This is an optimization exercise on Yosys and OpenROAD, whose aim is small area, not a production implementation. Function was checked by simulation only, so behaviour that the tests miss may differ from the original. Power is estimated from default activity; no workload was simulated.

==> design/flow/design.v <==
module toMaster(
	input clk, slave_0_resp, slave_1_resp,
	input [31:0] slave_0_rdata, slave_1_rdata,
	input req, addr, granted,
	output reg [31:0] rdata,
	output reg resp
);
reg req0, req1;	
reg req0_r, req0_rr, req1_r, req1_rr;
reg gr_r, gr_rr;
always@(posedge clk) begin
	req0_r<=req0;
	req0_rr<=req0_r;
	req1_r<=req1;
	req1_rr<=req1_r;
	gr_r<=granted;
	gr_rr<=gr_r;
end
always@(posedge clk) begin
	case({req, addr})
	2'b10:	begin
					req0<=1;
					req1<=0;
				end
	2'b11:	begin
					req0<=0;
					req1<=1;
				end
	default:	begin
					req0<=0;
					req1<=0;
				end
	endcase
end
always@(posedge clk) begin
	if (gr_r) begin
		case({req1_r,req0_r})
		2'b01:	begin
						rdata<=slave_0_rdata;
						resp<=slave_0_resp;
					end
		2'b10:	begin
						rdata<=slave_1_rdata;
						resp<=slave_1_resp;
					end
		default: begin
						rdata<=32'bx;
						resp<=0;
					end
		endcase	
		end
	else begin
		rdata<=32'bx;
		resp<=0;
	end
end
endmodule
module arbiter #(parameter num=0)(
	input clk, rst, req0, req1,
	input cmd0, cmd1, ack_i,
	input [31:0] wdata0, wdata1, addr0, addr1,
	output reg ack_o_0, ack_o_1,
	output reg grant0, grant1, cmd, req,
	output reg [31:0] wdata, addr
);
reg [1:0] mask;
generate
	if (num==0)
		always@(posedge clk) begin
			case({(req1 & (~addr1[31])),(req0 & (~addr0[31]))})
				2'b00:	begin 
								grant0<=0;
								grant1<=0;
								req<=0;
								cmd<=0;
								wdata<=0;
								addr<=0;
								ack_o_0<=0;
								ack_o_1<=0;
							end
				2'b01:	begin
								grant0<=1;
								grant1<=0;
								req<=req0;
								cmd<=cmd0;
								addr<=addr0;
								wdata<=wdata0;
								ack_o_0<=1;
								ack_o_1<=0;
							end
				2'b10:	begin
								grant0<=0;
								grant1<=1;
								req<=req1;
								cmd<=cmd1;
								addr<=addr1;
								wdata<=wdata1;
								ack_o_0<=0;
								ack_o_1<=1;
							end
				2'b11:	begin
								if (mask[0]==1) begin
									grant0<=1;
									grant1<=0;
									req<=req0;
									cmd<=cmd0;
									addr<=addr0;
									wdata<=wdata0;
									ack_o_0<=1;
									ack_o_1<=0;
								end
								if (mask[1]==1) begin
										grant0<=0;
										grant1<=1;
										req<=req1;
										cmd<=cmd1;
										addr<=addr1;
										wdata<=wdata1;
										ack_o_0<=0;
										ack_o_1<=1;
								end
								mask<=~mask;
							end
			endcase
			if (rst)
				mask<=2'b01;
		end
	else
		always@(posedge clk) begin
			case({(req1 & (addr1[31])),(req0 & (addr0[31]))})
				2'b00:	begin 
								grant0<=0;
								grant1<=0;
								req<=0;
								cmd<=0;
								wdata<=0;
								addr<=0;
								ack_o_0<=0;
								ack_o_1<=0;
							end
				2'b01:	begin
								grant0<=1;
								grant1<=0;
								req<=req0;
								cmd<=cmd0;
								addr<=addr0;
								wdata<=wdata0;
								ack_o_0<=1;
								ack_o_1<=0;
							end
				2'b10:	begin
								grant0<=0;
								grant1<=1;
								req<=req1;
								cmd<=cmd1;
								addr<=addr1;
								wdata<=wdata1;
								ack_o_0<=0;
								ack_o_1<=1;
							end
				2'b11:	begin
								if (mask[0]==1) begin
										grant0<=1;
										grant1<=0;
										req<=req0;
										cmd<=cmd0;
										addr<=addr0;
										wdata<=wdata0;
										ack_o_0<=1;
										ack_o_1<=0;
								end
								if (mask[1]==1) begin
										grant0<=0;
										grant1<=1;
										req<=req1;
										cmd<=cmd1;
										addr<=addr1;
										wdata<=wdata1;
										ack_o_0<=0;
										ack_o_1<=1;
								end
								mask<=~mask;
							end
			endcase
			if (rst)
				mask<=2'b01;
		end
endgenerate
endmodule
module crossbar(
	input  clk, rst, master_0_req, master_1_req, master_0_cmd, master_1_cmd, slave_0_ack, slave_1_ack,
	input  slave_0_resp, slave_1_resp,
	input  [31:0] master_0_wdata, master_1_wdata, master_0_addr, master_1_addr, slave_0_rdata, slave_1_rdata,
	output master_0_ack, master_1_ack, master_0_resp, master_1_resp,
	output slave_0_cmd, slave_0_req, slave_1_cmd, slave_1_req,
	output [31:0] master_0_rdata, master_1_rdata, 
	output [31:0] slave_0_wdata, slave_1_wdata,
	output [30:0] slave_0_addr, slave_1_addr
);
wire slave_0_ack0_w, slave_1_ack0_w; 
wire slave_0_ack1_w, slave_1_ack1_w; 
wire [31:0] slave_0_rdata_w, slave_1_rdata_w;
wire master_0_req0, master_0_req0_w, master_0_req1, master_0_req1_w;
wire master_1_req0, master_1_req0_w, master_1_req1, master_1_req1_w;
wire master_0_granted=master_0_req0_w | master_0_req1_w;
wire master_1_granted=master_1_req0_w | master_1_req1_w;
assign master_0_ack=slave_0_ack0_w | slave_1_ack0_w;
assign master_1_ack=slave_0_ack1_w | slave_1_ack1_w;
toMaster master_0(.clk(clk), .slave_0_resp(slave_0_resp), .slave_1_resp(slave_1_resp),
	.slave_0_rdata(slave_0_rdata), .slave_1_rdata(slave_1_rdata), .granted(master_0_granted),
	.req(master_0_req), .addr(master_0_addr[31]),
	.resp(master_0_resp), 
	.rdata(master_0_rdata));
toMaster master_1(.clk(clk), .slave_0_resp(slave_0_resp), .slave_1_resp(slave_1_resp),
	.slave_0_rdata(slave_0_rdata), .slave_1_rdata(slave_1_rdata), .granted(master_1_granted),
	.req(master_1_req), .addr(master_1_addr[31]),
	.resp(master_1_resp), 
	.rdata(master_1_rdata));
arbiter #(.num(0)) a0(.clk(clk), .rst(rst), 
	.req0(master_0_req), .addr0(master_0_addr), 
	.cmd0(master_0_cmd), .wdata0(master_0_wdata),
	.req1(master_1_req), .addr1(master_1_addr), 
	.cmd1(master_1_cmd), .wdata1(master_1_wdata),
	.grant0(master_0_req0_w), .grant1(master_1_req0_w),
	.req(slave_0_req), .addr(slave_0_addr),
	.cmd(slave_0_cmd), .wdata(slave_0_wdata),
	.ack_i(slave_0_ack),	.ack_o_0(slave_0_ack0_w),
	.ack_o_1(slave_0_ack1_w));
arbiter #(.num(1)) a1(.clk(clk), .rst(rst), 
	.req0(master_0_req), .addr0(master_0_addr), 
	.cmd0(master_0_cmd), .wdata0(master_0_wdata),
	.req1(master_1_req), .addr1(master_1_addr), 
	.cmd1(master_1_cmd), .wdata1(master_1_wdata),
	.grant0(master_0_req1_w), .grant1(master_1_req1_w),
	.req(slave_1_req), .addr(slave_1_addr),
	.cmd(slave_1_cmd), .wdata(slave_1_wdata),
	.ack_i(slave_1_ack),	.ack_o_0(slave_1_ack0_w),
	.ack_o_1(slave_1_ack1_w));
endmodule
==> design/flow/run.sh <==
#!/bin/bash
# synth_recipe.tcl (not shown) runs the flow's synth.tcl, then flattens the netlist and writes it again
# the make line also repeats each setting of config.mk as NAME=value (left out here)
make -C /OpenROAD-flow-scripts/flow DESIGN_CONFIG=/design/flow/config.mk WORK_HOME=/design/flow/orfs CLKGATE_MAP_FILE= SYNTH_SCRIPT=/design/flow/synth_recipe.tcl finish
==> design/flow/config.mk <==
export PLATFORM = sky130hd
export DESIGN_NAME = crossbar
export DESIGN_NICKNAME = crossbar
export VERILOG_FILES = /design/flow/design.v
export SDC_FILE = /design/flow/constraint.sdc
export NUM_CORES = 4
export LEC_CHECK = 0
export CAP_MARGIN = 20
export CORE_MARGIN = 2
export CORE_UTILIZATION = 40
export SLEW_MARGIN = 20
==> design/flow/constraint.sdc <==
create_clock -name core_clock -period 4.0 [get_ports {clk}]
set_input_delay 0.8000 -clock core_clock [delete_from_list [all_inputs] [get_ports {clk}]]
set_output_delay 0.8000 -clock core_clock [all_outputs]
set_load 0.01 [all_outputs]
==> notes.md <==
# fillers 1947; vias slightly above 8000; clock latency on the worst-skew pair around 0.52 ns; Finished Layout Cells between 1000 and 1500; CP required between 3 and 4 ns; most frequent cells in the layout clkdlybuf4s50_1 (393), edfxtp_1 (134), nand3_1 (128), o22ai_1 (128), nand3b_1 (128); syn_area_per_cell around 12 sq um; clock-pin slew on the worst setup and hold paths about 0.060 ns; GR Layer Usage met2 between 40% and 50%; Arrival @ worst endpoint about 1.7 ns; Synth-to-Final Area Change 51.1%; CP Launch Type register; Via density roughly 5.4; CTS Buf Count 25; total leakage power about 0.0053 uW; clock root buffer clkbuf_16; routability cong. slightly above 0.8; H-tree depth 1; Max Freq 393 MHz; met1 Use GR 27.6%; clock skew approximately 0.013 ns; final slew viol count 0; Final min period ~2.5 ns; initial antenna violation count 1; Post-CTS Setup Bufs 0; post-synthesis sequential area ratio ~60%; worst hold path type reg2reg; clock power share 39.2%; PnR Total Power roughly 5800 uW; synth top area cells edfxtp_1 (42%), dfxtp_1 (17%), nand3b_1 (10%), o22ai_1 (8.4%), mux2_2 (7.8%); crit path max fanout 2; CP Cell Sequence or2_2, clkdlybuf4s50_1; Setup crit end kind output pin; Max Buffers Root-to-Sink 3; Post-Route WL 32.2 mm; Period Utilization, post-route between 60 and 70%; top-area cell type share of the netlist area a little over two fifths; pwr dens between 400 and 500 nW/um^2; IO Pins 400; setup tns final 0 ns; Setup WS post-layout between 1 and 1.5 ns; TritonCTS clock tree yes; Residual DRC 0; DRT antenna net count 0; post-synth top area cell edfxtp_1; M3 GR Usage 8.91%; placed cells about 1400; Max-Cap Viols 0; cells on worst reg2reg path 4; Critical Path Start a1.ack_o_0; Least-Margin Pin Slew 1.06 ns; VDD IR max around 0.24 mV; Final Hold Viols 0; post-synthesis net count between 1000 and 1500; GRT overflow 0; reg2reg setup slack ~2.1 ns; crit path max-delay cell type clkdlybuf4s50_1; Post-Syn Instances 810; sequential share of power approximately 44%; WL/cell between 20 and 25 um; multi-input logic area approximately 3400 sq um; starting density of the core about 40%; 1st-iter DRT viols around 740; switching power around 1400 uW; post-layout util between 60% and 70%; share of layout cells above drive strength 1 a little under an eighth; FF+latch area about 5600 sq um; Yosys warnings 5; row cnt 56; synthesized flop and latch total 214; internal power between 4000 and 5000 uW; Tot GR Track Use 24.4%; Gate power share roughly 17%; total clock sinks approximately 210; most common cell after layout, fill and taps aside clkdlybuf4s50_1; CP endpoint master_0_ack; CP max stage delay roughly 0.54 ns; run status timing/DRC/antenna clean; Die ar. between 20000 and 30000 sq um; core box area 23500 sq um; Die W around 160 um; Max transition margin 29.1%; post-synth cell types 26; PortBufs roughly 400; Post-CTS Resized 0; global-route wire length before repair about 48 mm; Die Height around 160 um; reg2reg end master_1.rdata[6]; Reg2Reg Launch Point master_1.req0_r; DP HPWL between 20 and 25 mm; Switching Share approximately a quarter; number of setup violations in the final report 0; Initial DRT Pass Iterations 5; post-synthesis instance area 9580 sq um; vias in the first global route 7698; Post-CTS Hold Buffers 0; critical path type reg2out; dpl ws around 1.4 ns; Nets around 1400; Most Crowded Layer GR met2; largest net degree at the start of global routing 113; RSZ-0062 raised after global routing false
-- how the worst min path moves through the flow --
stage / startpoint / end / depth (start not counted) / slack [ns]
after floorplan: master_0.req0 / master_0.req0_r / 0 / 0.31
after global placement: master_1.req0 / master_1.req0_r / 0 / 0.31
after detailed placement: master_0.req1 / master_0.req1_r / 0 / 0.31
after CTS: master_0.req0 / master_0.req0_r / 0 / 0.32
after global routing: master_0.req1 / master_0.req1_r / 0 / 0.33
final: master_0.req1 / master_0.req1_r / 0 / 0.33
-- cells by family (layout without fill, tap and decap cells) --
kind of cell | after synthesis | in the layout | share of synthesized area [%]
adders and majority gates | 4 | 4 | 0.523
AOI/OAI and AO/OA | 130 | 130 | 8.52
DFF | 214 | 214 | 58.7
and+or+nand+nor | 291 | 291 | 18.7
other | 0 | 1 | 0
muxes | 68 | 68 | 7.97
buffers and inverters | 103 | 467 | 5.51
-- per-stage QoR --
step	cell area, sq um	hold WS [ns]
4_1_cts	14500	0.323
6_report	14500	0.325
3_3_place_gp	13600	0.312
3_5_place_dp	13600	0.312
5_1_grt	14500	0.330
2_1_floorplan	9580	0.310
-- routing by layer --
layer	vias up	wire length [um]
met5	-	0
met3	57	3130
li1	3801	-
met2	371	16400
met1	3855	11700
met4	0	975
-- flip-flops by register name, indices dropped and copies added, names as in the netlist, 2 cells and up --
name            flops
a0.wdata           32
a1.wdata           32
master_0.rdata     32
master_1.rdata     32
a0.addr            31
a1.addr            31
a0.mask             2
a1.mask             2
-- cells in the mapped netlist --
master	instances
edfxtp_1	134
nand3_1	128
nand3b_1	128
o22ai_1	128
dfxtp_1	80
mux2_2	66
buf_2	56
clkbuf_1	24
nor2_1	10
buf_4	9
nand2_1	9
inv_1	8
buf_6	5
ha_1	4
nor2b_1	4
a22oi_1	2
and3b_1	2
mux2i_1	2
nand2b_1	2
nor3b_1	2
or2_2	2
and3_1	1
and4_1	1
and4bb_2	1
buf_1	1
nor3b_2	1
-- critical path: cells and delay by family, from the launching register on --
family                 cells  cell delay (ns)
buffers and inverters      1             0.54
AND/OR/NAND/NOR            1             0.31
flip-flops                 1             0.37
-- layout make-up --
type | instances | share of cell area, %
flip-flops and latches | 214 | 38.9
repair buffers | 414 | 28.6
well taps | 319 | 2.76
clock inverters | 14 | 0.830
diodes | 1 | 0.0173
multi-input cells | 493 | 23.8
inverters | 8 | 0.208
clock buffers | 31 | 4.84
-- power groups by stage --
stage	clock network, uW	registers (uW)	logic (uW)
after floorplan	0	2670	299
after CTS	2330	2550	984
final	2270	2550	977
after global placement	0	2590	978
after global routing	2400	2560	1040
after detailed placement	0	2590	980

static timing again, ports no longer ideal:
In the flow no input, the clock included, has a driving cell. The finished layout below was timed again as built, in two steps.
Step 1, drivers: a clkbuf_16 drives clk and a buf_2 each remaining input, both assumed.
Step 2 also shifts input and output timing later by t, the mid clock arrival at the registers, as if the neighbouring blocks saw the same clock.
Slacks: ideal / step 1 / step 2; pairs: ideal / step 1.
t (ns): 0.561
slack for setup (ns): 1.457 / 1.411 / 1.336
latest minus earliest clock arrival (ns): 0.015 / 0.015
worst register clock-pin slew, ns: 0.06 / 0.06
worst slew at a driven data input, ns: 0.12
After both steps setup and hold are still met in this run. The setup slack of this run moves by -0.046 ns with the drivers and by -0.121 ns with both steps.
